This is an optimization exercise on Yosys and OpenROAD, whose aim is small area and a short achievable clock period, not a production implementation.
Only simulation tests tie the RTL to the original design; equivalence was not proved.

## flow/design.v (module list and top-level ports; edited modules follow where they fit)
// module booth_enc: 34 lines
// module floating_mult: 970 lines
// module floating_adder: 160 lines
// module conv_kernel: 60 lines
module conv_kernel(
  input         clk,
  input         rst_n,
  input         clear,
  input  [31:0] i_pixel,
  input  [31:0] i_weight,
  output [31:0] o_pixel
);
  // ...
==> flow/run.sh <==
#!/bin/bash
# synth_recipe.tcl (not shown) runs the flow's synth.tcl, then flattens the netlist and writes it again
# the make line also repeats each setting of config.mk as NAME=value (left out here)
make -C /OpenROAD-flow-scripts/flow DESIGN_CONFIG=/design/flow/config.mk WORK_HOME=/design/flow/orfs CLKGATE_MAP_FILE= SYNTH_SCRIPT=/design/flow/synth_recipe.tcl finish
==> flow/config.mk <==
export PLATFORM = sky130hd
export DESIGN_NAME = conv_kernel
export DESIGN_NICKNAME = conv_kernel
export VERILOG_FILES = /design/flow/design.v
export SDC_FILE = /design/flow/constraint.sdc
export NUM_CORES = 4
export LEC_CHECK = 0
export CAP_MARGIN = 20
export CORE_MARGIN = 2
export CORE_UTILIZATION = 40
export SETUP_SLACK_MARGIN = 5
export SLEW_MARGIN = 20
export TNS_END_PERCENT = 5
==> flow/constraint.sdc <==
create_clock -name core_clock -period 12.0 [get_ports {clk}]
set_input_delay 2.4000 -clock core_clock [delete_from_list [all_inputs] [get_ports {clk}]]
set_output_delay 2.4000 -clock core_clock [all_outputs]
set_load 0.01 [all_outputs]
==> results_dict.tcl, run 1 <==
set metrics [dict create \
    status "finished clean" \
    synth_xor_area_share_pct 12.0 \
    die_y_um 314 \
    synth_compound_area_share_pct 27.1 \
    fillers 9513 \
    seq_cell_count 147 \
    fin_ws_ns 4.60 \
    reg2reg_from "add_a[23]$_DFF_PN0_" \
    cp_num_buf_inv 8 \
    syn2layout_area_growth_pct 13.8 \
    yosysMostFrequentCell "inv_1" \
    clkbuf_count 17 \
    final-clk-cell-share_pct 1.38 \
    fin_crit_sh_pct 61.6 \
    final_area_mm2 0.0437 \
    fp-row-count 113 \
    hold_slack_ns 0.668 \
    regMostFlops "mult_b_bd" \
    routed_wl_um 164000 \
    synth_seq_cells 147 \
    critical_path_class "reg2reg" \
    yosysSeqAreaShare_pct 9.58 \
    grt_max_degree 85 \
    maxCapViolations 0 \
    first_global_vias 37267 \
    drt-met1-wl_um 63600 \
    start_kind "flop" \
    use_met2_pct 50.0 \
    synth.top_cell.area_share_pct 13.7 \
    grt-ovfl-total 0 \
    grt_pass1_wl_um 241000 \
    fp.dieW_um 314 \
    taps 1265 \
    synthMuxAreaShare_pct 4.29 \
    synth_fa_ha_area_share_pct 23.3 \
]
==> run 2, diff against run 1 <==
--- a/flow/config.mk
+++ b/flow/config.mk
@@ -8,6 +8,6 @@
 export CAP_MARGIN = 20
 export CORE_MARGIN = 2
 export CORE_UTILIZATION = 40
-export SETUP_SLACK_MARGIN = 5
+export SETUP_SLACK_MARGIN = 4
 export SLEW_MARGIN = 20
 export TNS_END_PERCENT = 5
==> results_dict.tcl, run 2 <==
set metrics [dict create \
    first_pass_iters 9 \
    final_area_mm2 0.0421 \
    fp.dieW_um 314 \
    routedWlPerCell_um 25.9 \
    hold_viol_final 0 \
    worst_slew_pin_slew_ns 1.04 \
    ioPinCount 99 \
    status "finished clean" \
    antenna_found_initial 2 \
    cpPeakStageDelay_ns 0.53 \
    cp-end-kind "flop" \
    netlist_area_mm2 0.0384 \
    fin_crit_sh_pct 66.0 \
    final_max_slew_viol_count 0 \
    antenna_cells 0 \
    drt-met1-wl_um 61600 \
    critPathArrivalTime_ns 8.35 \
    synth_edf_count 0 \
    synth_seq_cells 147 \
    htreeDepth 4 \
    setup_violations 0 \
    final.setup_skew_ns 0.0293 \
    dp_hpwl_um 116000 \
    largest_reg_flops 36 \
    clockBufferDepth 2 \
    yosysMostFrequentCell "inv_1" \
    coreArea_mm2 0.0950 \
    die_y_um 314 \
    cp.required_ns 12.43 \
    ant_nets 0 \
    synth_warnings 4 \
    routabilityCongestion 1.09 \
    maxCapViolations 0 \
    nets 5441 \
    clk_latency_ns 0.50 \
    regMostFlops "mult_b_bd" \
    fin_ws_ns 4.08 \
    grt_max_degree 85 \
    first_global_vias 36931 \
    fin_crit_ns 7.92 \
    initial_core_util_pct 40.4 \
    final_common_cell "inv_1" \
    routed-via-count 38926 \
    final_cell_mix "433 x inv_1, 382 x nand2_1, 344 x xnor2_1" \
    fp-row-count 113 \
    synth.top_cell.area_share_pct 13.7 \
    grt_pass1_wl_um 233000 \
    dp_slack_ns 2.61 \
    path_max_fanout 10 \
    cts_sinks 147 \
    tritoncts "built" \
    yosysTopAreaCell "fa_1" \
    io_buffers 98 \
    root_buffer "clkbuf_16" \
    slowest_stage "or3_1" \
    vias_per_cell 6.39 \
    netlist_instances 4871 \
    syn2layout_area_growth_pct 9.62 \
    async_flop_share_pct 100 \
    yosysSeqAreaShare_pct 9.58 \
    dr_wl_met3_um 17700 \
    routed_wl_um 158000 \
    numCtsBuffers 17 \
    drcViolationCount 0 \
    dieArea_mm2 0.0984 \
    yosysUniqueCellTypes 133 \
    dr_wl_met2_um 68100 \
    hold_path_class "reg2reg" \
    fin_util_pct 44.3 \
    critical_path_class "reg2reg" \
    synthFlopType "dfrtp_1" \
    path_clk_slew_ns 0.09 \
    drive_gt1_share_pct 10.0 \
    slew_headroom_pct 30.2 \
    timing.fmax_mhz 126 \
    netlist_top_cells_area "fa_1 14%, ha_1 9.6%, dfrtp_1 9.6%, xnor2_1 8.1%, a22oi_1 5.7%" \
    start_kind "flop" \
    syn_avg_cell_area_um2 7.88 \
    timing.setup.tns_ns 0 \
    place_area_mm2 0.0404 \
    grt_usage_pct 30.9 \
    dr.max_layer_used "met4" \
    rsz0062_at_grt "true" \
    grt-ovfl-total 0 \
    drt_iter0_drc 4881 \
    synth_commonest_cells "436 x inv_1, 385 x nand2_1, 354 x xnor2_1" \
]
==> run 2: cell counts after synthesis <==
No cell type changed its count.
==> run 2: worst max-delay path, delay by kind of cell, from the launching register on <==
family	cells	cell delay, ns
compound gates	12	3.01
buf+inv	3	0.55
mux	1	0.21
flops	1	0.43
xor+xnor	2	0.54
simple gates	10	2.42
fa+ha+maj	2	0.66
==> run 2: kinds of logic (layout without fill, tap and decap cells) <==
kind of cell | Yosys count | count (layout) | synth area share [%]
AO/OA/AOI/OAI | 1515 | 1515 | 27.1
AND/OR/NAND/NOR | 1211 | 1213 | 15.5
buffers and inverters | 786 | 740 | 8.24
adder cells (fa/ha/maj) | 557 | 557 | 23.3
XOR/XNOR | 523 | 523 | 12.0
flip-flops | 147 | 147 | 9.58
multiplexers | 131 | 131 | 4.29
other | 1 | 2 | 0.00977
==> run 2: area by class of cell <==
cell class | instances | area, um^2
Clock buffer | 18 | 439
Clock inverter | 12 | 181
Fill cell | 9662 | 52900
Inverter | 451 | 1730
Multi-Input combinational cell | 3941 | 32200
Sequential cell | 147 | 3710
Tap cell | 1265 | 1580
Timing Repair Buffer | 258 | 2260
Timing Repair inverter | 1 | 5.00
==> run 2: worst paths after layout <==
kind                            slack, ns  cells past startpoint             startpoint                endpoint
max in group asynchronous            8.56                      2                  rst_n     add_a[16]$_DFF_PN0_
worst max-delay path                 4.08                     30     add_a[8]$_DFF_PN0_   add_b[29]$_DFFE_PN0P_
worst min register to register       0.68                      2  add_b[29]$_DFFE_PN0P_   add_b[29]$_DFFE_PN0P_
worst min-delay path                 0.68                      2  add_b[29]$_DFFE_PN0P_   add_b[29]$_DFFE_PN0P_
min in group asynchronous            1.95                      1                  rst_n  mult_b_bd[3]$_DFF_PN0_
worst max register to register       4.08                     30     add_a[8]$_DFF_PN0_   add_b[29]$_DFFE_PN0P_
==> run 2: what timing repair did <==
| item | in CTS | in global routing |
|---|---|---|
| cloned | 1 | 4 |
| pin swaps | 8 | 23 |
| gates resized for setup | 50 | 117 |
| setup buffers | 10 | 39 |
| endpoints found under the setup margin | 62 | 61 |
| hold buffers | 0 | 0 |
==> run 2: per-stage QoR <==
step	cells	hold slack, ns
floorplan	4872	0.501
global placement	6009	0.636
detailed placement	6009	0.659
CTS	6050	0.674
global route	6093	0.705
finish	6093	0.677
==> run 2: routing by layer <==
metal | vias up | track usage (%)
li1 | 17228 | -
met1 | 18743 | 40.1
met2 | 2419 | 46.9
met3 | 536 | 7.35
met4 | 0 | 17.8
met5 | - | 0
==> module floating_adder, before the edit <==
module floating_adder (
  input  [31:0] a,
  input  [31:0] b,
  output [31:0] r
);
wire        sa = a[31];
wire        sb = b[31];
wire [7:0]  ea = a[30:23];
wire [7:0]  eb = b[30:23];
wire [22:0] fa = a[22:0];
wire [22:0] fb = b[22:0];
wire [23:0] ma = {1'b1, fa};
wire [23:0] mb = {1'b1, fb};
wire a_zero = (ea == 8'd0);
wire b_zero = (eb == 8'd0);
wire a_max  = (ea == 8'hFF);
wire b_max  = (eb == 8'hFF);
wire a_inf  = a_max && (fa == 23'd0);
wire b_inf  = b_max && (fb == 23'd0);
wire a_nan  = a_max && (fa != 23'd0);
wire b_nan  = b_max && (fb != 23'd0);
wire sub = sa ^ sb;
wire [8:0] dab  = {1'b0, ea} - {1'b0, eb};
wire [8:0] dba  = {1'b0, eb} - {1'b0, ea};
wire       a_ge = ~dab[8];
wire [7:0]  ex = a_ge ? ea : eb;
wire        sx = a_ge ? sa : sb;
wire [23:0] mx = a_ge ? ma : mb;
function [4:0] tz24;
  input [23:0] v;
  integer i;
  begin
    tz24 = 5'd23;
    for (i = 22; i >= 0; i = i - 1)
      if (v[i]) tz24 = i[4:0];
  end
endfunction
wire [4:0] tza = tz24(ma);
wire [4:0] tzb = tz24(mb);
wire [26:0] a27   = {ma, 3'b000};
wire [26:0] b27   = {mb, 3'b000};
wire        bigab = (dab[7:0] >= 8'd27);
wire        bigba = (dba[7:0] >= 8'd27);
wire [26:0] b_sh  = bigab ? 27'd0 : (b27 >> dab[4:0]);
wire [26:0] a_sh  = bigba ? 27'd0 : (a27 >> dba[4:0]);
wire        stb   = (dab[7:0] > ({3'd0, tzb} + 8'd2));
wire        sta   = (dba[7:0] > ({3'd0, tza} + 8'd2));
wire [26:0] y_al  = a_ge ? {b_sh[26:1], b_sh[0] | stb} : {a_sh[26:1], a_sh[0] | sta};
wire [23:0] zh = sub ? ~y_al[26:3] : y_al[26:3];
wire [2:0]  yl = y_al[2:0];
wire [3:0]  lo = sub ? ({1'b0, ~yl} + 4'd1) : {1'b0, yl};
wire [2:0]  tl = lo[2:0];
wire        c3 = lo[3];
wire [24:0] h0 = {1'b0, mx} + {1'b0, zh};
wire [24:0] h1 = {1'b0, mx} + {1'b0, zh} + 25'd1;
wire [24:0] h  = c3 ? h1 : h0;
wire caseR = ~sub & h0[24];
wire caseL = sub & ~h[23];
wire caseN = ~caseR & ~caseL;
wire        rR   = h0[0] & ((|tl) | h0[1]);
wire [22:0] fR   = rR ? h1[23:1] : h0[23:1];
wire        rN   = tl[2] & (tl[1] | tl[0] | h0[0]);
wire [22:0] fN   = (rN | c3) ? h1[22:0] : h0[22:0];
wire        oN   = rN & ~c3 & ~h1[23];
wire        rL   = tl[1] & (tl[0] | tl[2]);
wire [22:0] fL   = (rL & tl[2]) ? {h1[21:0], 1'b0} : {h[21:0], tl[2] | rL};
wire        oL   = rL & tl[2] & ~h1[22];
wire [7:0] exm1  = ex - 8'd1;
wire [7:0] exp1  = ex + 8'd1;
wire       ex254 = (ex == 8'd254);
wire       ex1   = (ex == 8'd1);
wire [30:0] pR  = ex254 ? {8'hFF, 23'd0} : {exp1, fR};
wire [30:0] pN0 = {ex, fN};
wire [30:0] pN1 = ex254 ? {8'hFF, 23'd0} : {exp1, 23'd0};
wire [30:0] pL0 = ex1 ? 31'd0 : {exm1, fL};
wire [30:0] pL1 = {ex, 23'd0};
wire [30:0] pfar = ({31{caseR}}               & pR)
                 | ({31{caseN & ~oN}}         & pN0)
                 | ({31{caseN &  oN}}         & pN1)
                 | ({31{caseL & ~oL}}         & pL0)
                 | ({31{caseL &  oL}}         & pL1);
wire [31:0] rfar = {sx, pfar};
wire        e_eq = (ea == eb);
wire        e_a1 = (dab == 9'd1);
wire        e_b1 = (dba == 9'd1);
wire [25:0] cab  = {1'b0, ma, 1'b0} - {2'b00, mb};
wire [25:0] cba  = {1'b0, mb, 1'b0} - {2'b00, ma};
wire [25:0] cea  = {1'b0, ma, 1'b0} - {1'b0, mb, 1'b0};
wire [25:0] ceb  = {1'b0, mb, 1'b0} - {1'b0, ma, 1'b0};
wire        eneg = cea[25];
wire d0   = ~(ea[0] ^ eb[0]);
wire a_gt = (ea > eb);
wire [24:0] c1 = a_gt ? cab[24:0] : cba[24:0];
wire [24:0] c0 = eneg ? ceb[24:0] : cea[24:0];
wire [24:0] c  = d0 ? c0 : c1;
wire        cs = d0 ? (eneg ? sb : sa) : (a_gt ? sa : sb);
wire [31:0] cz = {c, 7'h7F};
reg  [15:0] v1;  reg [15:0] l1;
reg  [7:0]  v2;  reg [15:0] l2;
reg  [3:0]  v3;  reg [11:0] l3;
reg  [1:0]  v4;  reg [7:0]  l4;
reg  [4:0]  clz;
integer k;
always @(*) begin
  for (k = 0; k < 16; k = k + 1) begin
    v1[k] = cz[2*k+1] | cz[2*k];
    l1[k] = ~cz[2*k+1];
  end
  for (k = 0; k < 8; k = k + 1) begin
    v2[k] = v1[2*k+1] | v1[2*k];
    l2[2*k+1 -: 2] = v1[2*k+1] ? {1'b0, l1[2*k+1]} : {1'b1, l1[2*k]};
  end
  for (k = 0; k < 4; k = k + 1) begin
    v3[k] = v2[2*k+1] | v2[2*k];
    l3[3*k+2 -: 3] = v2[2*k+1] ? {1'b0, l2[4*k+3 -: 2]} : {1'b1, l2[4*k+1 -: 2]};
  end
  for (k = 0; k < 2; k = k + 1) begin
    v4[k] = v3[2*k+1] | v3[2*k];
    l4[4*k+3 -: 4] = v3[2*k+1] ? {1'b0, l3[6*k+5 -: 3]} : {1'b1, l3[6*k+2 -: 3]};
  end
  clz = v4[1] ? {1'b0, l4[7:4]} : {1'b1, l4[3:0]};
end
wire [24:0] n16 = clz[4] ? {c[8:0], 16'd0} : c;
wire [24:0] n8  = clz[3] ? {n16[16:0], 8'd0} : n16;
wire [24:0] n4  = clz[2] ? {n8[20:0], 4'd0} : n8;
wire [24:0] n2  = clz[1] ? {n4[22:0], 2'd0} : n4;
wire [24:0] cn  = clz[0] ? {n2[23:0], 1'b0} : n2;
wire [8:0]  ce  = {1'b0, ex} - {4'd0, clz};
wire        czero = e_eq && (fa == fb);
reg [31:0] rclose;
always @(*) begin
  if (czero)
    rclose = 32'd0;
  else if (ce[8] || ce[7:0] == 8'd0)
    rclose = {cs, 31'd0};
  else
    rclose = {cs, ce[7:0], cn[23:1]};
end
wire use_close = sub && (e_eq || e_a1 || e_b1) && !c[24];
reg [31:0] res;
always @(*) begin
  if (a_nan || b_nan || (a_inf && b_inf && (sa != sb)))
    res = 32'h7FC00000;
  else if (a_inf)
    res = a;
  else if (b_inf)
    res = b;
  else if (a_zero && b_zero)
    res = {sa & sb, 31'd0};
  else if (b_zero)
    res = a;
  else if (a_zero)
    res = b;
  else if (use_close)
    res = rclose;
  else
    res = rfar;
end
assign r = res;
endmodule
==> run 3, diff against run 2 <==
--- a/flow/design.v
+++ b/flow/design.v
@@ -1056,7 +1056,8 @@
 wire [2:0]  tl = lo[2:0];
 wire        c3 = lo[3];
 wire [24:0] h0 = {1'b0, mx} + {1'b0, zh};
-wire [24:0] h1 = {1'b0, mx} + {1'b0, zh} + 25'd1;
+wire [25:0] h1w = {1'b0, mx, 1'b1} + {1'b0, zh, 1'b1};
+wire [24:0] h1  = h1w[25:1];
 wire [24:0] h  = c3 ? h1 : h0;
 wire caseR = ~sub & h0[24];
 wire caseL = sub & ~h[23];
--- a/flow/config.mk
+++ b/flow/config.mk
@@ -8,6 +8,6 @@
 export CAP_MARGIN = 20
 export CORE_MARGIN = 2
 export CORE_UTILIZATION = 40
-export SETUP_SLACK_MARGIN = 4
+export SETUP_SLACK_MARGIN = 5
 export SLEW_MARGIN = 20
-export TNS_END_PERCENT = 5
+export TNS_END_PERCENT = 0
==> results_dict.tcl, run 3 <==
set metrics [dict create \
    status "finished clean" \
    netlist_top_cells_area "fa_1 14%, ha_1 9.9%, dfrtp_1 9.8%, xnor2_1 7.7%, a22oi_1 6.0%" \
    rsz0062_at_grt "true" \
    critPathArrivalTime_ns 7.44 \
    antenna_found_initial 2 \
    first_global_vias 36736 \
    routed_wl_um 157000 \
    ioPinCount 99 \
    antenna_cells 0 \
    final.setup_skew_ns 0.0191 \
    clockBufferDepth 2 \
    min_from "add_b[31]$_DFFE_PN0P_" \
    regMostFlops "mult_b_bd" \
    netlist_area_mm2 0.0375 \
    synth_commonest_cells "453 x inv_1, 342 x a21oi_1, 331 x xnor2_1" \
    timing.setup.tns_ns 0 \
    largest_reg_flops 36 \
    rr_endpoint "add_b[14]$_DFFE_PN0P_" \
    synth.top_cell.area_share_pct 14.0 \
    slowest_stage "a2111oi_0" \
    r2r_slack_ns 4.99 \
    netlist_instances 4768 \
    dr_wl_met3_um 15500 \
    place_area_mm2 0.0395 \
    final_cell_mix "439 x inv_1, 320 x xnor2_1, 314 x nand2_1" \
    first_pass_iters 9 \
    grt_usage_pct 31.7 \
    worst_slew_pin_slew_ns 1.13 \
    cts.hold.buffers_added 0 \
    synthFlopType "dfrtp_1" \
    dr_wl_met2_um 69700 \
    async_flop_share_pct 100 \
    critical_path_class "reg2reg" \
    syn2layout_area_growth_pct 16.5 \
    io_buffers 98 \
    htreeDepth 4 \
    ant_nets 0 \
    routed-via-count 38551 \
    final_common_cell "inv_1" \
    multi_input_area_mm2 0.0325 \
    synth_seq_cells 147 \
    grt-ovfl-total 0 \
    hold_end "add_b[31]$_DFFE_PN0P_" \
    synth_edf_count 0 \
    routedWlPerCell_um 25.8 \
    tritoncts "built" \
    final_max_slew_viol_count 0 \
    drt-met1-wl_um 60700 \
    final_area_mm2 0.0437 \
    vias_per_cell 6.35 \
    dr.max_layer_used "met5" \
    fin_crit_ns 7.01 \
    coreArea_mm2 0.0930 \
    whs_path_depth 2 \
    path_max_fanout 26 \
    dieArea_mm2 0.0962 \
    yosysTopAreaCell "fa_1" \
    routabilityCongestion 1.03 \
    dp_hpwl_um 112000 \
    regArea_mm2 0.00376 \
    hold_viol_final 0 \
    cts_sinks 147 \
    slew_headroom_pct 24.1 \
    synth_warnings 4 \
    cp-end-kind "flop" \
    ff2ff_path_depth 28 \
    numCtsBuffers 17 \
    clk_latency_ns 0.51 \
    timing.fmax_mhz 143 \
    yosysMostFrequentCell "inv_1" \
    nets 5427 \
    maxCapViolations 0 \
    fin_crit_sh_pct 58.4 \
    path_clk_slew_ns 0.08 \
    reg2reg_from "add_b[21]$_DFFE_PN0P_" \
    fillers 9268 \
    grt_pass1_wl_um 231000 \
    die_y_um 310 \
    cpPeakStageDelay_ns 0.51 \
    syn_avg_cell_area_um2 7.86 \
    setup_violations 0 \
    drive_gt1_share_pct 15.3 \
    initial_core_util_pct 40.3 \
    drt_iter0_drc 4870 \
    drcViolationCount 0 \
    fp-row-count 112 \
    grt_max_degree 85 \
    start_kind "flop" \
    yosysUniqueCellTypes 98 \
    cp.required_ns 12.44 \
    root_buffer "clkbuf_16" \
    hold_path_class "reg2reg" \
    fp.dieW_um 310 \
    yosysSeqAreaShare_pct 9.81 \
]
==> run 3: cell types whose count changed after synthesis, moves of 14 or more <==
cell / change
a221oi_1: +18
clkbuf_1: +23
inv_1: +17
mux2i_1: +45
nand2_1: -67
o21ai_0: +25
o21ai_1: -21
o22ai_1: -14
xnor2_1: -23
==> run 3: timing repair <==
action | in CTS | in global routing
gates resized for setup | 253 | 301
gates cloned | 9 | 4
buffers inserted | 58 | 81
endpoints found under the setup margin | 62 | 62
pin swaps | 28 | 65
==> run 3: per-layer routing <==
| layer | global-route usage (%) | vias up |
|---|---|---|
| li1 | - | 17050 |
| met4 | 19.6 | 2 |
| met2 | 49.3 | 2321 |
| met3 | 6.93 | 519 |
| met1 | 40.0 | 18659 |
| met5 | 0 | - |
==> run 3: how the worst max path moves through the flow <==
| stage | start | endpoint | slack [ns] | depth (start not counted) |
|---|---|---|---|---|
| after floorplan | add_b[23]$_DFFE_PN0P_ | add_b[16]$_DFFE_PN0P_ | 4.97 | 36 |
| after global placement | add_b[14]$_DFFE_PN0P_ | add_b[7]$_DFFE_PN0P_ | 3.08 | 28 |
| after detailed placement | add_b[14]$_DFFE_PN0P_ | add_b[25]$_DFFE_PN0P_ | 3.00 | 29 |
| after CTS | mult_b_bd[16]$_DFF_PN0_ | add_a[2]$_DFF_PN0_ | 4.98 | 30 |
| after global routing | add_a[0]$_DFF_PN0_ | add_b[13]$_DFFE_PN0P_ | 4.79 | 32 |
| final | add_b[21]$_DFFE_PN0P_ | add_b[14]$_DFFE_PN0P_ | 4.99 | 28 |
==> run 3: per-stage QoR <==
step | cells | setup WS [ns] | hold slack (ns) | util [%]
after floorplan | 4769 | 4.97 | 0.502 | -
after global placement | 5884 | 3.08 | 0.554 | 42.5
after detailed placement | 5884 | 3.00 | 0.543 | 42.5
after CTS | 5983 | 4.98 | 0.581 | 44.8
after global routing | 6068 | 4.79 | 0.614 | 46.9
final | 6068 | 4.99 | 0.572 | 46.9
==> run 3: final cells by class <==
cell class                      count  area share, %
Tap cell                         1254           3.59
Timing Repair inverter              1         0.0115
Inverter                          465           4.19
Sequential cell                   147           8.61
Clock buffer                       18          0.983
Timing Repair Buffer              356           7.87
Clock inverter                     14          0.421
Multi-Input combinational cell   3813           74.3
==> run 3: cells by family after synthesis <==
| kind of cell | Yosys count | share of synthesized area, % |
|---|---|---|
| mux | 182 | 5.92 |
| buf+inv | 814 | 8.46 |
| other cells | 1 | 0.0100 |
| xor+xnor | 485 | 11.4 |
| simple gates | 1108 | 14.3 |
| fa+ha+maj | 559 | 23.9 |
| flops | 147 | 9.81 |
| compound gates | 1472 | 26.2 |
==> run 3: worst max-delay path: cells and delay by family (launching register included) <==
kind / cells / cell delay (ns)
and+or+nand+nor: 6 / 1.17
adders and majority gates: 3 / 1.07
buffers and inverters: 5 / 0.92
AOI/OAI and AO/OA: 14 / 3.32
DFF: 1 / 0.44
==> run 4, diff against run 3 <==
--- a/flow/config.mk
+++ b/flow/config.mk
@@ -10,4 +10,4 @@
 export CORE_UTILIZATION = 40
 export SETUP_SLACK_MARGIN = 5
 export SLEW_MARGIN = 20
-export TNS_END_PERCENT = 0
+export TNS_END_PERCENT = 5
==> results_dict.tcl, run 4 <==
set metrics [dict create \
    status "finished clean" \
    ff2ff_path_depth 27 \
    clk_latency_ns 0.51 \
    final_common_cell "inv_1" \
    drcViolationCount 0 \
    antenna_found_initial 3 \
    yosysTopAreaCell "fa_1" \
    hold_viol_final 0 \
    netlist_top_cells_area "fa_1 14%, ha_1 9.9%, dfrtp_1 9.8%, xnor2_1 7.7%, a22oi_1 6.0%" \
    syn2layout_area_growth_pct 16.6 \
    ioPinCount 99 \
    final.setup_skew_ns 0.0209 \
    synth_edf_count 0 \
    instances_no_fill 6079 \
    path_clk_slew_ns 0.07 \
    netlist_area_mm2 0.0375 \
    maxCapViolations 0 \
    critical_path_class "reg2reg" \
    cp-end-kind "flop" \
    fin_crit_ns 7.01 \
    cts.hold.buffers_added 0 \
    reg2reg_from "add_b[23]$_DFFE_PN0P_" \
    timing.setup.tns_ns 0 \
    setup_violations 0 \
    final_area_mm2 0.0437 \
    grt_usage_pct 31.7 \
    ant_nets 0 \
    numCtsBuffers 17 \
    clockBufferDepth 2 \
    cpPeakStageDelay_ns 0.63 \
    io_buffers 98 \
    cts_sinks 147 \
    dp_cells 5884 \
    dp_hpwl_um 112000 \
    synth_seq_cells 147 \
    synth_warnings 4 \
    yosysUniqueCellTypes 98 \
    yosysSeqAreaShare_pct 9.81 \
    start_kind "flop" \
    regMostFlops "mult_b_bd" \
    first_pass_iters 6 \
    slew_headroom_pct 20.7 \
    final_cell_mix "439 x inv_1, 318 x xnor2_1, 316 x nand2_1" \
    root_buffer "clkbuf_16" \
    synthFlopType "dfrtp_1" \
    cp.required_ns 12.41 \
    hold_path_class "reg2reg" \
    dieArea_mm2 0.0962 \
    slowest_stage "nor3_1" \
    min_from "add_b[31]$_DFFE_PN0P_" \
    fin_crit_sh_pct 58.4 \
    netlist_instances 4768 \
    fillers 9249 \
    synth.top_cell.area_share_pct 14.0 \
    r2r_slack_ns 4.99 \
    whs_path_depth 2 \
    first_global_vias 37125 \
    htreeDepth 4 \
    grt-ovfl-total 0 \
    tritoncts "built" \
    vias_per_cell 6.38 \
    drive_gt1_share_pct 15.5 \
    grt_pass1_wl_um 232000 \
    routed-via-count 38805 \
    hold_end "add_b[31]$_DFFE_PN0P_" \
    syn_avg_cell_area_um2 7.86 \
    grt_max_degree 85 \
    yosysMostFrequentCell "inv_1" \
    die_y_um 310 \
    place_area_mm2 0.0396 \
    routedWlPerCell_um 25.8 \
    worst_slew_pin_slew_ns 1.18 \
    synth_commonest_cells "453 x inv_1, 342 x a21oi_1, 331 x xnor2_1" \
    routed_wl_um 157000 \
    initial_core_util_pct 40.3 \
    rsz0062_at_grt "true" \
    nets 5438 \
    coreArea_mm2 0.0930 \
    async_flop_share_pct 100 \
    final_max_slew_viol_count 0 \
    fp-row-count 112 \
    path_max_fanout 8 \
    startpoint "add_b[23]$_DFFE_PN0P_" \
    drt_iter0_drc 5055 \
    routabilityCongestion 1.05 \
    largest_reg_flops 36 \
    rr_endpoint "add_b[1]$_DFFE_PN0P_" \
    critPathArrivalTime_ns 7.42 \
    timing.fmax_mhz 143 \
    fp.dieW_um 310 \
]
[run 4: logic make-up after synthesis]
family	count (synthesis)	synth area share (%)
xor gates and xnor gates	485	11.4
and+or+nand+nor	1108	14.3
AOI/OAI and AO/OA	1472	26.2
buffers and inverters	814	8.46
adders and majority gates	559	23.9
other	1	0.0100
muxes	182	5.92
DFF	147	9.81
[run 4: metrics by stage]
stage / setup WS [ns] / util [%] / hold slack, ns
after floorplan: 4.99 / - / 0.502
after global placement: 2.98 / 42.5 / 0.560
after detailed placement: 2.95 / 42.5 / 0.552
after CTS: 4.94 / 44.7 / 0.573
after global routing: 4.82 / 47.0 / 0.624
final: 4.99 / 47.0 / 0.578
[run 4: timing repair]
action	CTS	global route
pin swaps	31	66
gates resized for setup	256	274
setup endpoints to repair	62	62
buffers inserted	46	104
cloned	7	6
[run 4: final cells by class]
cell class	count	area (um^2)	area share, %
inverters	465	1840	4.20
flip-flops and latches	147	3750	8.58
multi-input cells	3811	32400	74.1
clock buffers	17	425	0.973
clock inverters	14	144	0.329
repair buffers	369	3610	8.26
repair inverters	1	5.00	0.0114
diodes	1	2.50	0.00572
well taps	1254	1570	3.59
[run 4: critical path, delay by kind of cell, from the launching register on]
family,cells,cell delay (ns)
xor+xnor,2,0.44
buf+inv,2,0.20
flops,1,0.47
simple gates,4,1.12
fa+ha+maj,4,1.19
compound gates,15,3.50
[run 4: worst max path at each step]
stage,endpoint,slack (ns)
detailed placement,add_a[0]$_DFF_PN0_,2.95
finish,add_b[1]$_DFFE_PN0P_,4.99
floorplan,add_a[30]$_DFF_PN0_,4.99
global placement,add_a[0]$_DFF_PN0_,2.98
global route,add_a[26]$_DFF_PN0_,4.82
CTS,add_b[13]$_DFFE_PN0P_,4.94
[run 4: metal layers]
metal,track usage (%),up-vias,share of wire (%)
met1,40.4,18748,39
met4,19.0,4,6.6
met3,5.72,567,9.7
met5,0,-,0.019
li1,-,17076,-
met2,50.1,2410,45
==> run 5, diff against run 4 <==
--- a/flow/config.mk
+++ b/flow/config.mk
@@ -5,9 +5,9 @@
 export SDC_FILE = /design/flow/constraint.sdc
 export NUM_CORES = 4
 export LEC_CHECK = 0
-export CAP_MARGIN = 20
+export CAP_MARGIN = 5
 export CORE_MARGIN = 2
 export CORE_UTILIZATION = 40
 export SETUP_SLACK_MARGIN = 5
-export SLEW_MARGIN = 20
+export SLEW_MARGIN = 5
 export TNS_END_PERCENT = 5
==> results_dict.tcl, run 5 <==
set metrics [dict create \
    syn2layout_area_growth_pct 16.6 \
    timing.fmax_mhz 143 \
    final_common_cell "inv_1" \
    fin_crit_sh_pct 58.4 \
    antenna_found_initial 3 \
    vias_per_cell 6.38 \
    cpPeakStageDelay_ns 0.63 \
    timing.setup.tns_ns 0 \
    synth_warnings 4 \
    io_buffers 98 \
    grt_usage_pct 31.7 \
    hold_end "add_b[31]$_DFFE_PN0P_" \
    routed-via-count 38805 \
    hold_path_class "reg2reg" \
    r2r_slack_ns 4.99 \
    reg2reg_from "add_b[23]$_DFFE_PN0P_" \
    start_kind "flop" \
    root_buffer "clkbuf_16" \
    async_flop_share_pct 100 \
    routedWlPerCell_um 25.8 \
    yosysSeqAreaShare_pct 9.81 \
    drive_gt1_share_pct 15.5 \
    final_max_slew_viol_count 0 \
    drt_iter0_drc 5055 \
    ioPinCount 99 \
    fp.dieW_um 310 \
    grt_max_degree 85 \
    netlist_area_mm2 0.0375 \
    fillers 9249 \
    cp-end-kind "flop" \
    yosysTopAreaCell "fa_1" \
    fp-row-count 112 \
    min_from "add_b[31]$_DFFE_PN0P_" \
    cts.hold.buffers_added 0 \
    grt-ovfl-total 0 \
    grt_pass1_wl_um 232000 \
    whs_path_depth 2 \
    final.setup_skew_ns 0.0209 \
    yosysUniqueCellTypes 98 \
    netlist_top_cells_area "fa_1 14%, ha_1 9.9%, dfrtp_1 9.8%, xnor2_1 7.7%, a22oi_1 6.0%" \
    ant_nets 0 \
    die_y_um 310 \
    cts_sinks 147 \
    nets 5438 \
    synth_edf_count 0 \
    syn_avg_cell_area_um2 7.86 \
    routed_wl_um 157000 \
    cp_top_family "compound AO/OA/AOI/OAI gates" \
    maxCapViolations 0 \
    slowest_stage "nor3_1" \
    first_pass_iters 6 \
    status "finished clean" \
    regMostFlops "mult_b_bd" \
    path_max_fanout 8 \
    hold_viol_final 0 \
    fin_crit_ns 7.01 \
    yosysMostFrequentCell "inv_1" \
    drcViolationCount 0 \
    dieArea_mm2 0.0962 \
    cp.required_ns 12.41 \
    synth.top_cell.area_share_pct 14.0 \
    coreArea_mm2 0.0930 \
    first_global_vias 37125 \
    slew_headroom_pct 20.7 \
    place_area_mm2 0.0396 \
    htreeDepth 4 \
    synthFlopType "dfrtp_1" \
    initial_core_util_pct 40.3 \
    synth_commonest_cells "453 x inv_1, 342 x a21oi_1, 331 x xnor2_1" \
    critPathArrivalTime_ns 7.42 \
    setup_violations 0 \
    worst_slew_pin_slew_ns 1.18 \
    dp_hpwl_um 112000 \
    rsz0062_at_grt "true" \
    largest_reg_flops 36 \
    clk_latency_ns 0.51 \
    path_clk_slew_ns 0.07 \
    final_area_mm2 0.0437 \
    synth_seq_cells 147 \
    routabilityCongestion 1.05 \
    tritoncts "built" \
    ff2ff_path_depth 27 \
    clockBufferDepth 2 \
    rr_endpoint "add_b[1]$_DFFE_PN0P_" \
    critical_path_class "reg2reg" \
    netlist_instances 4768 \
    cp_num_buf_inv 2 \
    numCtsBuffers 17 \
    final_cell_mix "439 x inv_1, 318 x xnor2_1, 316 x nand2_1" \
]
-- run 5: cell counts in the layout (fill, tap and decap cells not counted) --
No cell type changed its count.
-- run 5: metrics by stage --
stage | setup WS [ns] | util, % | hold slack (ns) | std cells
floorplan | 4.99 | - | 0.502 | 4769
global placement | 2.98 | 42.5 | 0.560 | 5884
detailed placement | 2.95 | 42.5 | 0.552 | 5884
CTS | 4.94 | 44.7 | 0.573 | 5968
global route | 4.82 | 47.0 | 0.624 | 6078
finish | 4.99 | 47.0 | 0.578 | 6079
-- run 5: cells by family after synthesis --
| group | count (synthesis) | synth area share (%) |
|---|---|---|
| other | 1 | 0.0100 |
| DFF | 147 | 9.81 |
| xor gates and xnor gates | 485 | 11.4 |
| adders and majority gates | 559 | 23.9 |
| AOI/OAI and AO/OA | 1472 | 26.2 |
| buffers and inverters | 814 | 8.46 |
| and+or+nand+nor | 1108 | 14.3 |
| muxes | 182 | 5.92 |
-- run 5: worst max path at each step --
stage                            startpoint                    end  slack, ns  depth (start not counted)
finish                add_b[23]$_DFFE_PN0P_   add_b[1]$_DFFE_PN0P_       4.99                         27
floorplan              mult_a[22]$_DFF_PN0_    add_a[30]$_DFF_PN0_       4.99                         28
detailed placement   mult_b_bd[6]$_DFF_PN0_     add_a[0]$_DFF_PN0_       2.95                         24
CTS                   add_b[19]$_DFFE_PN0P_  add_b[13]$_DFFE_PN0P_       4.94                         30
global route        mult_b_bd[22]$_DFF_PN0_    add_a[26]$_DFF_PN0_       4.82                         28
global placement     mult_b_bd[6]$_DFF_PN0_     add_a[0]$_DFF_PN0_       2.98                         22
-- run 5: timing repair --
item	in CTS	in global routing
setup buffers	46	104
pin swaps	31	66
cloned	7	6
resized for setup	256	274
endpoints found under the setup margin	62	62
-- run 5: per-layer routing --
metal	wire, um	part of all wire [%]	global-route usage, %
met2	70200	45	50.1
met4	10400	6.6	19.0
met3	15200	9.7	5.72
met1	61100	39	40.4
met5	30	0.019	0
-- run 5: area by class of cell --
| type | instances | area [um^2] | area share (%) |
|---|---|---|---|
| Timing Repair inverter | 1 | 5.00 | 0.0114 |
| Timing Repair Buffer | 369 | 3610 | 8.26 |
| Multi-Input combinational cell | 3811 | 32400 | 74.1 |
| Clock buffer | 17 | 425 | 0.973 |
| Antenna cell | 1 | 2.50 | 0.00572 |
| Clock inverter | 14 | 144 | 0.329 |
| Tap cell | 1254 | 1570 | 3.59 |
| Inverter | 465 | 1840 | 4.20 |
| Sequential cell | 147 | 3750 | 8.58 |
-- run 5: tightest hold or removal path: cells and delay by family, from the launching register on --
kind	cells	cell delay [ns]
flops	1	0.38
compound gates	1	0.08
simple gates	1	0.08
==> module conv_kernel, before the edit <==
module conv_kernel(
  input         clk,
  input         rst_n,
  input         clear,
  input  [31:0] i_pixel,
  input  [31:0] i_weight,
  output [31:0] o_pixel
);
reg  [31:0] mult_a;
reg         mult_b_s;
reg  [7:0]  mult_b_e;
reg         mult_b_fz;
reg  [4:0]  mult_b_tz;
reg  [35:0] mult_b_bd;
reg  [31:0] add_a;
reg  [31:0] add_b;
wire [31:0] product;
wire [31:0] sum;
wire        w_s;
wire [7:0]  w_e;
wire        w_fz;
wire [4:0]  w_tz;
wire [35:0] w_bd;
booth_enc U_booth_enc (.b(i_weight), .sb(w_s), .eb(w_e), .fbz(w_fz), .tzb(w_tz), .bd(w_bd));
always @(posedge clk, negedge rst_n) begin
  if (!rst_n) begin
    mult_a    <= 32'b0;
    mult_b_s  <= 1'b0;
    mult_b_e  <= 8'b0;
    mult_b_fz <= 1'b0;
    mult_b_tz <= 5'b0;
    mult_b_bd <= 36'b0;
  end else begin
    mult_a    <= i_pixel;
    mult_b_s  <= w_s;
    mult_b_e  <= w_e;
    mult_b_fz <= w_fz;
    mult_b_tz <= w_tz;
    mult_b_bd <= w_bd;
  end
end
always @(posedge clk, negedge rst_n) begin
  if (!rst_n) begin
    add_a <= 32'b0;
    add_b <= 32'b0;
  end else if (clear) begin
    add_a <= 32'b0;
    add_b <= 32'b0;
  end else begin
    add_a <= product;
    add_b <= sum;
  end
end
assign o_pixel = add_b;
floating_mult U_floating_mult (
  .a(mult_a), .sb(mult_b_s), .eb(mult_b_e), .fbz(mult_b_fz), .tzb(mult_b_tz), .bd(mult_b_bd),
  .r(product)
);
floating_adder U_floating_adder (.a(add_a), .b(add_b), .r(sum));
endmodule
==> run 6, diff against run 5 <==
--- a/flow/design.v
+++ b/flow/design.v
@@ -1187,34 +1187,34 @@
 wire [4:0]  w_tz;
 wire [35:0] w_bd;
 booth_enc U_booth_enc (.b(i_weight), .sb(w_s), .eb(w_e), .fbz(w_fz), .tzb(w_tz), .bd(w_bd));
+reg run;
 always @(posedge clk, negedge rst_n) begin
-  if (!rst_n) begin
-    mult_a    <= 32'b0;
-    mult_b_s  <= 1'b0;
-    mult_b_e  <= 8'b0;
-    mult_b_fz <= 1'b0;
-    mult_b_tz <= 5'b0;
-    mult_b_bd <= 36'b0;
-  end else begin
-    mult_a    <= i_pixel;
-    mult_b_s  <= w_s;
-    mult_b_e  <= w_e;
-    mult_b_fz <= w_fz;
-    mult_b_tz <= w_tz;
-    mult_b_bd <= w_bd;
-  end
+  if (!rst_n)
+    run <= 1'b0;
+  else
+    run <= 1'b1;
 end
-always @(posedge clk, negedge rst_n) begin
-  if (!rst_n) begin
+always @(posedge clk) begin
+  mult_a    <= i_pixel;
+  mult_b_s  <= w_s;
+  mult_b_e  <= w_e;
+  mult_b_fz <= w_fz;
+  mult_b_tz <= w_tz;
+  mult_b_bd <= w_bd;
+end
+always @(posedge clk) begin
+  if (clear || !run)
     add_a <= 32'b0;
+  else
+    add_a <= product;
+end
+always @(posedge clk, negedge rst_n) begin
+  if (!rst_n)
     add_b <= 32'b0;
-  end else if (clear) begin
-    add_a <= 32'b0;
+  else if (clear || !run)
     add_b <= 32'b0;
-  end else begin
-    add_a <= product;
+  else
     add_b <= sum;
-  end
 end
 assign o_pixel = add_b;
 floating_mult U_floating_mult (
--- a/flow/config.mk
+++ b/flow/config.mk
@@ -5,9 +5,9 @@
 export SDC_FILE = /design/flow/constraint.sdc
 export NUM_CORES = 4
 export LEC_CHECK = 0
-export CAP_MARGIN = 5
+export CAP_MARGIN = 20
 export CORE_MARGIN = 2
 export CORE_UTILIZATION = 40
 export SETUP_SLACK_MARGIN = 5
-export SLEW_MARGIN = 5
+export SLEW_MARGIN = 20
 export TNS_END_PERCENT = 5
==> results_dict.tcl, run 6 <==
set metrics [dict create \
    status "finished clean" \
    synth_warnings 4 \
    synth_edf_count 0 \
    synth_compound_area_share_pct 27.9 \
    rsz0062_at_grt "true" \
    worst_slew_pin_slew_ns 0.992 \
    yosysMostFrequentCell "inv_1" \
    slew_headroom_pct 33.6 \
    first_global_vias 38626 \
    cp.required_ns 12.36 \
    startpoint "add_a[23]$_SDFF_PN0_" \
    numCtsBuffers 17 \
    drt_iter0_drc 5055 \
    drcViolationCount 0 \
    cts_sinks 148 \
    synthFlopType "dfxtp_1" \
    drive_gt1_share_pct 14.9 \
    cts.hold.buffers_added 0 \
    routabilityCongestion 1.05 \
    path_clk_slew_ns 0.08 \
    synth_commonest_cells "443 x inv_1, 372 x a21oi_1, 319 x xnor2_1" \
    syn_avg_cell_area_um2 7.75 \
    grt_max_degree 67 \
    synthMuxAreaShare_pct 4.61 \
    synth_seq_cells 148 \
    fp.dieW_um 312 \
    maxCapViolations 0 \
    critPathArrivalTime_ns 7.26 \
    regMostFlops "mult_b_bd" \
    initial_core_util_pct 40.2 \
    antenna_found_initial 4 \
    start_kind "flop" \
    ant_nets 0 \
    die_y_um 312 \
    rr_endpoint "add_b[8]$_DFFE_PN0P_" \
    yosysTopAreaCell "fa_1" \
    final_common_cell "inv_1" \
    critical_path_class "reg2reg" \
    largest_reg_flops 36 \
    coreArea_mm2 0.0946 \
    cp-end-kind "flop" \
    clk_latency_ns 0.49 \
    fin_crit_ns 6.90 \
    routed-via-count 40357 \
    final_max_slew_viol_count 0 \
    routedWlPerCell_um 27.7 \
    htreeDepth 4 \
    yosysSeqAreaShare_pct 8.22 \
    fin_crit_sh_pct 57.5 \
    dp_hpwl_um 127000 \
    synth_fa_ha_area_share_pct 23.6 \
    synth.top_cell.area_share_pct 13.8 \
    grt_pass1_wl_um 252000 \
    syn2layout_area_growth_pct 15.2 \
    r2r_slack_ns 5.10 \
    clockBufferDepth 2 \
    final.setup_skew_ns 0.0184 \
    fillers 9581 \
    netlist_area_mm2 0.0381 \
    timing.setup.tns_ns 0 \
    io_buffers 98 \
    netlist_top_cells_area "fa_1 14%, ha_1 9.7%, xnor2_1 7.3%, dfxtp_1 6.0%, a22oi_1 5.6%" \
    first_pass_iters 8 \
    synth-simple-area-share_pct 16.0 \
    vias_per_cell 6.51 \
    setup_violations 0 \
    tritoncts "built" \
    path_max_fanout 20 \
    ioPinCount 99 \
    synth_xor_area_share_pct 11.2 \
    hold_slack_ns 0.576 \
    netlist_instances 4912 \
    timing.fmax_mhz 145 \
    final_cell_mix "427 x inv_1, 351 x a21oi_1, 312 x xnor2_1" \
    hold_path_class "reg2reg" \
    ff2ff_path_depth 28 \
    fp-row-count 113 \
    whs_path_depth 2 \
    cpPeakStageDelay_ns 0.65 \
    grt_usage_pct 33.8 \
    dieArea_mm2 0.0976 \
    grt-ovfl-total 0 \
    hold_viol_final 0 \
    synth_top_family_by_area "compound AO/OA/AOI/OAI gates" \
    async_flop_share_pct 22.3 \
    routed_wl_um 172000 \
    reg2reg_from "add_a[23]$_SDFF_PN0_" \
    root_buffer "clkbuf_16" \
    endpoint "add_b[8]$_DFFE_PN0P_" \
    yosysUniqueCellTypes 129 \
    nets 5549 \
    slowest_stage "fa_2" \
]
[run 6: changes by cell type after synthesis, moves of 17 or more]
cell | before | now
a21oi_1 | 342 | 372
a31oi_1 | 35 | 60
dfrtp_1 | 147 | 33
dfxtp_1 | 0 | 115
mux2i_1 | 125 | 78
nand2_1 | 318 | 295
nand3_1 | 66 | 123
nand3b_1 | 4 | 21
nor3_1 | 114 | 140
[run 6: kinds of logic (layout without fill, tap and decap cells)]
kind of cell             count (synthesis)  count (layout)
adder cells (fa/ha/maj)                559             559
AND/OR/NAND/NOR                       1219            1219
flip-flops                             148             148
XOR/XNOR                               482             482
other                                    1               4
buffers and inverters                  812             832
multiplexers                           135             135
AO/OA/AOI/OAI                         1556            1558
[run 6: cell type report]
class                   instances  area [um^2]  area share [%]
repair buffers                341         3320            7.56
well taps                    1265         1580            3.61
flip-flops and latches        148         3250            7.41
clock inverters                11          124           0.283
diodes                          1         2.50         0.00571
inverters                     459         1810            4.14
multi-input cells            3956        33300            75.9
clock buffers                  21          472            1.08
[run 6: what timing repair did]
| action | CTS | global route |
|---|---|---|
| gates resized for setup | 256 | 266 |
| hold endpoints to repair | 0 | 0 |
| setup buffers | 51 | 85 |
| pin swaps | 35 | 65 |
| gates cloned | 5 | 4 |
| setup endpoints to repair | 62 | 53 |
[run 6: how the worst min path moves through the flow]
stage,from,end
2_1_floorplan,add_a[31]$_SDFF_PN0_,add_b[31]$_DFFE_PN0P_
3_3_place_gp,add_a[31]$_SDFF_PN0_,add_b[31]$_DFFE_PN0P_
3_5_place_dp,add_a[31]$_SDFF_PN0_,add_b[31]$_DFFE_PN0P_
4_1_cts,add_a[31]$_SDFF_PN0_,add_b[31]$_DFFE_PN0P_
5_1_grt,add_a[31]$_SDFF_PN0_,add_b[31]$_DFFE_PN0P_
6_report,add_a[31]$_SDFF_PN0_,add_b[31]$_DFFE_PN0P_
[run 6: through the flow]
stage | setup slack, ns | utilization, % | cell area [um^2] | cells
floorplan | 5.04 | - | 38100 | 4914
global placement | 3.04 | 42.2 | 39900 | 6024
detailed placement | 2.96 | 42.2 | 39900 | 6024
CTS | 4.96 | 44.4 | 42000 | 6112
global route | 4.92 | 46.3 | 43800 | 6201
finish | 5.10 | 46.3 | 43800 | 6202
[run 6: layer usage]
layer  wire (um)  track usage [%]  share of wire (%)
met3       16200             5.61                9.4
met2       78000             54.6                 45
met5          71                0              0.041
met1       66800             43.4                 39
met4       10900             17.8                6.3
[run 6: worst max-delay path, delay by kind of cell, from the launching register on]
| kind | cells | cell delay (ns) |
|---|---|---|
| simple gates | 4 | 0.53 |
| fa+ha+maj | 3 | 1.29 |
| compound gates | 11 | 2.48 |
| buf+inv | 5 | 0.76 |
| flops | 1 | 0.37 |
| mux | 3 | 0.85 |
| xor+xnor | 2 | 0.47 |

separate check: timing with driven ports:
How much do the figures lean on ideal ports? The routed layouts below were timed once more, with nothing changed but the port constraints.
Step 1 (the two cells are an assumption about what drives the block):
set clk [get_ports {clk}]
set_driving_cell -lib_cell sky130_fd_sc_hd__clkbuf_16 $clk
set_driving_cell -lib_cell sky130_fd_sc_hd__buf_2 [delete_from_list [all_inputs] $clk]
Step 2 adds t to the input delays and takes it off the output delays; t is the mean of the earliest and latest rising clock arrival at the registers after step 1. Input paths then give back, and output paths get back, about the clock's delay inside the block.
Slacks: ideal ports / drivers / drivers and shift; pairs: ideal ports / drivers.
run	t (ns)	setup WS [ns]	worst slew at a driven data input, ns	pins driven straight from the clock port
run 1	0.558	4.605 / 4.605 / 4.605	0.04	1
run 2	0.550	4.077 / 4.077 / 4.077	0.04	1
run 3	0.558	4.995 / 4.995 / 4.995	0.06	1
run 4	0.561	4.992 / 4.992 / 4.992	0.06	1
run 5	0.561	4.992 / 4.992 / 4.992	0.06	1
run 6	0.550	5.102 / 5.102 / 5.102	0.12	1
After both steps every run listed still meets setup and hold.
